What follows belongs to an exercise in optimizing a design on an open flow for small area, a short achievable clock period and few clock cycles per item; a production flow would make more cautious choices.
At most, simulation tests tie the RTL to the original design; equivalence was not proved.
Power figures rest on the tool's default switching activity, not on a simulated workload.

== the reference run ==
// booth_multiplier
module booth_multiplier(clk, reset_n, multiplier, multiplicand, op_start, op_clear, result, op_done);
For scale: about 2,000 cells after synthesis, roughly 300 flip-flops, about 0.023 mm^2 of cells after synthesis.
==> flow/config.mk <==
export PLATFORM = sky130hd
export DESIGN_NAME = booth_multiplier
export DESIGN_NICKNAME = booth_multiplier
export VERILOG_FILES = /design/flow/design.v
export SDC_FILE = /design/flow/constraint.sdc
export NUM_CORES = 4
export LEC_CHECK = 0
export ABC_CLOCK_PERIOD_IN_PS = 2700
export CAP_MARGIN = 20
export CORE_MARGIN = 2
export CORE_UTILIZATION = 40
export SETUP_SLACK_MARGIN = 3.3
export SLEW_MARGIN = 20
==> flow/constraint.sdc <==
create_clock -name core_clock -period 6.0 [get_ports {clk}]
set_input_delay 1.2000 -clock core_clock [delete_from_list [all_inputs] [get_ports {clk}]]
set_output_delay 1.2000 -clock core_clock [all_outputs]
set_load 0.01 [all_outputs]
run.sh (not shown) runs the stock make flow with config.mk's settings and CLKGATE_MAP_FILE= SYNTH_SCRIPT=/design/flow/synth_recipe.tcl, a recipe that flattens the netlist after the stock synthesis.
The reference run | stages: all done | timing, DRC, antenna: all pass
## Diff of input files: the trial run against the reference run
--- a/flow/design.v
+++ b/flow/design.v
@@ -30,34 +30,28 @@
 	genvar g;
 	generate for (g = 0; g < 4; g = g + 1) begin : enc
 		assign n_one[g] = eb[2*g+1] ^ eb[2*g];
 		assign n_two[g] = (eb[2*g+2] & ~eb[2*g+1] & ~eb[2*g]) | (~eb[2*g+2] & eb[2*g+1] & eb[2*g]);
 		assign n_neg[g] = eb[2*g+2];
 	end endgenerate
 	reg [3:0] e_one, e_two, e_neg;
-	reg [3:0] f_one, f_two, f_neg;  
 	always @(posedge clk) begin
 		e_one <= n_one; e_two <= n_two; e_neg <= n_neg;
-		f_one <= ~n_one; f_two <= ~n_two; f_neg <= ~n_neg;
 	end
 	wire [3:0] negb = e_neg;
 	wire [64:0] bx = {B[63], B};
 	wire [65:0] bx2 = {B[63], B, 1'b0};
 	wire [64:0] pp0;
-	assign pp0[32:0] = {33{e_neg[0]}} ^ (({33{e_one[0]}} & bx[32:0]) | ({33{e_two[0]}} & bx2[32:0]));
-	assign pp0[64:33] = {1'b1, 31'b0} ^ ({32{f_neg[0]}} ^ (({32{f_one[0]}} | ~bx[64:33]) & ({32{f_two[0]}} | ~bx2[64:33])));
+	assign pp0 = {1'b1, 64'b0} ^ ({65{e_neg[0]}} ^ (({65{e_one[0]}} & bx) | ({65{e_two[0]}} & bx2[64:0])));
 	wire [64:0] pp1;
-	assign pp1[32:0] = {33{e_neg[1]}} ^ (({33{e_one[1]}} & bx[32:0]) | ({33{e_two[1]}} & bx2[32:0]));
-	assign pp1[64:33] = {1'b1, 31'b0} ^ ({32{f_neg[1]}} ^ (({32{f_one[1]}} | ~bx[64:33]) & ({32{f_two[1]}} | ~bx2[64:33])));
+	assign pp1 = {1'b1, 64'b0} ^ ({65{e_neg[1]}} ^ (({65{e_one[1]}} & bx) | ({65{e_two[1]}} & bx2[64:0])));
 	wire [64:0] pp2;
-	assign pp2[32:0] = {33{e_neg[2]}} ^ (({33{e_one[2]}} & bx[32:0]) | ({33{e_two[2]}} & bx2[32:0]));
-	assign pp2[64:33] = {1'b1, 31'b0} ^ ({32{f_neg[2]}} ^ (({32{f_one[2]}} | ~bx[64:33]) & ({32{f_two[2]}} | ~bx2[64:33])));
+	assign pp2 = {1'b1, 64'b0} ^ ({65{e_neg[2]}} ^ (({65{e_one[2]}} & bx) | ({65{e_two[2]}} & bx2[64:0])));
 	wire [64:0] pp3;
-	assign pp3[32:0] = {33{e_neg[3]}} ^ (({33{e_one[3]}} & bx[32:0]) | ({33{e_two[3]}} & bx2[32:0]));
-	assign pp3[64:33] = {1'b1, 31'b0} ^ ({32{f_neg[3]}} ^ (({32{f_one[3]}} | ~bx[64:33]) & ({32{f_two[3]}} | ~bx2[64:33])));
+	assign pp3 = {1'b1, 64'b0} ^ ({65{e_neg[3]}} ^ (({65{e_one[3]}} & bx) | ({65{e_two[3]}} & bx2[64:0])));
 	wire fs1 = S[0] ^ C[0] ^ negb[0];
 	wire fc1 = (S[0] & C[0]) | (S[0] & negb[0]) | (C[0] & negb[0]);
 	wire fs2 = S[1] ^ C[1] ^ fc1;
 	wire fc2 = (S[1] & C[1]) | (S[1] & fc1) | (C[1] & fc1);
 	wire fs3 = S[2] ^ C[2] ^ negb[1];
 	wire fc3 = (S[2] & C[2]) | (S[2] & negb[1]) | (C[2] & negb[1]);
 	wire fs4 = pp0[2] ^ pp1[0] ^ fs3;
==> run summary <==
- Per the comparison of the trial run with the reference run, global-route usage climbed 2.6 points; synthesized instance count now larger; share of the clock period used by the worst path shows an increase of 0.60 points; aggregate routed wire length moved up.
- The trial run vs. the reference run: setup slack now sits lower, worst-case clock skew now sits higher, last weighted congestion value of the routability-driven placer now sits at about the same level, delay contributed by the slowest stage of the critical path now sits lower, clock-buffer cell count now sits lower.
- The trial run — die span in x about 0.32% higher, the reference run as reference
- Wire length on met2 up about 6% in the trial run wrt the reference run
- The trial run: post-synth design cell area is about 0.66% higher than what the reference run reported.
Function was not checked in any run of this note: the RTL went through the layout flow alone.

* * *

rev 12:
Another version of the RTL of booth_multiplier (not shown whole).
For scale: ~29000 um2 of cells after synthesis.
==> flow/config.mk <==
export PLATFORM = sky130hd
export DESIGN_NAME = booth_multiplier
export DESIGN_NICKNAME = booth_multiplier
export VERILOG_FILES = /design/flow/design.v
export SDC_FILE = /design/flow/constraint.sdc
export NUM_CORES = 4
export LEC_CHECK = 0
export CAP_MARGIN = 20
export CORE_MARGIN = 2
export CORE_UTILIZATION = 40
export SETUP_SLACK_MARGIN = 3.3
export SLEW_MARGIN = 20
export SYNTH_HIERARCHICAL = 1
==> flow/constraint.sdc <==
create_clock -name core_clock -period 6.0 [get_ports {clk}]
set_input_delay 1.2000 -clock core_clock [delete_from_list [all_inputs] [get_ports {clk}]]
set_output_delay 1.2000 -clock core_clock [all_outputs]
set_load 0.01 [all_outputs]
standard.sh (not shown) runs the stock make flow with config.mk's settings and CLKGATE_MAP_FILE= SYNTH_SCRIPT=/design/flow/synth_recipe.tcl, a recipe that flattens the netlist after the stock synthesis.
==> flow/flow/run.sh <==
#!/bin/bash
# Standard layout with two changes: the port buffers are plain buffers (buf_2)
# instead of delay buffers, and synthesis leaves adders to abc (no full-adder
# cells). Registers are untouched by either change.
bash standard.sh ADDER_MAP_FILE= "BUFFER_PORTS_ARGS=-buffer_cell sky130_fd_sc_hd__buf_2" finish > standard.log 2>&1
Rev 12: done, clean on timing, DRC and antenna
Testbench counts of rev 12, summed over its fixed seeds: cycles 5,760, items 480.
For rev 13, these inputs were changed with respect to rev 12:
--- a/flow/design.v
+++ b/flow/design.v
@@ -32,35 +32,29 @@
 		assign n_one[g] = eb[2*g+1] ^ eb[2*g];
 		assign n_two[g] = (eb[2*g+2] & ~eb[2*g+1] & ~eb[2*g]) | (~eb[2*g+2] & eb[2*g+1] & eb[2*g]);
 		assign n_neg[g] = eb[2*g+2];
 	end endgenerate
 	reg [3:0] e_one, e_two, e_neg;     
 	wire [3:0] n_nz = n_one | n_two;
-	reg [3:0] f_one, f_two, f_neg;     
 	always @(posedge clk) begin
 		e_one <= n_one; e_two <= n_two; e_neg <= n_neg;
-		f_one <= ~n_one; f_two <= ~n_two; f_neg <= ~n_neg;
 	end
 	wire [3:0] negb = e_neg;
 	wire [64:0] bx = {B[63], B};
 	wire [64:0] bx2 = {B, 1'b0};
 	wire [64:0] pp0, px0;
-	assign px0[31:0] = {32{e_neg[0]}} ^ (({32{e_one[0]}} & bx[31:0]) | ({32{e_two[0]}} & bx2[31:0]));
-	assign px0[64:32] = {33{f_neg[0]}} ^ (({33{f_one[0]}} | ~bx[64:32]) & ({33{f_two[0]}} | ~bx2[64:32]));
+	assign px0[64:0] = {65{e_neg[0]}} ^ (({65{e_one[0]}} & bx[64:0]) | ({65{e_two[0]}} & bx2[64:0]));
 	assign pp0 = {~px0[64], px0[63:0]};
 	wire [64:0] pp1, px1;
-	assign px1[31:0] = {32{e_neg[1]}} ^ (({32{e_one[1]}} & bx[31:0]) | ({32{e_two[1]}} & bx2[31:0]));
-	assign px1[64:32] = {33{f_neg[1]}} ^ (({33{f_one[1]}} | ~bx[64:32]) & ({33{f_two[1]}} | ~bx2[64:32]));
+	assign px1[64:0] = {65{e_neg[1]}} ^ (({65{e_one[1]}} & bx[64:0]) | ({65{e_two[1]}} & bx2[64:0]));
 	assign pp1 = {~px1[64], px1[63:0]};
 	wire [64:0] pp2, px2;
-	assign px2[31:0] = {32{e_neg[2]}} ^ (({32{e_one[2]}} & bx[31:0]) | ({32{e_two[2]}} & bx2[31:0]));
-	assign px2[64:32] = {33{f_neg[2]}} ^ (({33{f_one[2]}} | ~bx[64:32]) & ({33{f_two[2]}} | ~bx2[64:32]));
+	assign px2[64:0] = {65{e_neg[2]}} ^ (({65{e_one[2]}} & bx[64:0]) | ({65{e_two[2]}} & bx2[64:0]));
 	assign pp2 = {~px2[64], px2[63:0]};
 	wire [64:0] pp3, px3;
-	assign px3[31:0] = {32{e_neg[3]}} ^ (({32{e_one[3]}} & bx[31:0]) | ({32{e_two[3]}} & bx2[31:0]));
-	assign px3[64:32] = {33{f_neg[3]}} ^ (({33{f_one[3]}} | ~bx[64:32]) & ({33{f_two[3]}} | ~bx2[64:32]));
+	assign px3[64:0] = {65{e_neg[3]}} ^ (({65{e_one[3]}} & bx[64:0]) | ({65{e_two[3]}} & bx2[64:0]));
 	assign pp3 = {~px3[64], px3[63:0]};
 	wire fs1 = S[0] ^ C[0] ^ negb[0];
 	wire fc1 = (S[0] & C[0]) | (S[0] & negb[0]) | (C[0] & negb[0]);
 	wire fs2 = S[1] ^ C[1] ^ fc1;
 	wire fc2 = (S[1] & C[1]) | (S[1] & fc1) | (C[1] & fc1);
 	wire fs3 = S[2] ^ C[2] ^ negb[1];
==> run summary <==
Rev 13 vs rev 12 — area of all sequential standard cells dropped about 3%. Area: rev 13 vs rev 12 -> rev 13 smaller. The critical path's largest stage delay of rev 13 and that of rev 12 are within noise of each other. Compared to rev 12, rev 13 has non-clock buffer count 41 higher. Comparing rev 13 and rev 12, the lower combinational share of power was measured on rev 12. As of rev 13, routed wire length had fallen by a few percent compared to rev 12.
Testbench counts of rev 13, summed over its fixed seeds: cycles 5,760, items 480.

## re-timing with driven ports
How much do the figures lean on ideal ports? The routed layouts below were timed once more, with nothing changed but the port constraints.
Step 1, drivers: a clkbuf_16 drives clk and a buf_2 each remaining input, both assumed.
Step 2 moves the port delays by t, midway between the first and last clock arrival at a register: inputs arrive t later, outputs are due t later. That takes back most of the time a late clock gives input paths.
a / b / c = ideal / step 1 / step 2; a / b = the first two.
run	t, ns	setup WS [ns]	hold WS [ns]	worst slew at a driven data input, ns	cell pins on the clock port's net
the reference run	0.633	2.696 / 2.696 / 2.696	0.445 / 0.445 / 0.445	0.08	1
the trial run	0.633	2.660 / 2.660 / 2.660	0.442 / 0.442 / 0.442	0.14	1
rev 12	0.646	3.341 / 3.327 / 3.328	0.396 / 0.382 / 0.478	0.07	1
rev 13	0.619	3.285 / 3.285 / 3.285	0.415 / 0.403 / 0.499	0.07	1
After both steps every run listed still meets setup and hold. For rev 12, which loses most, drivers alone change the setup slack by -0.014 ns; drivers and shift together by -0.013 ns.
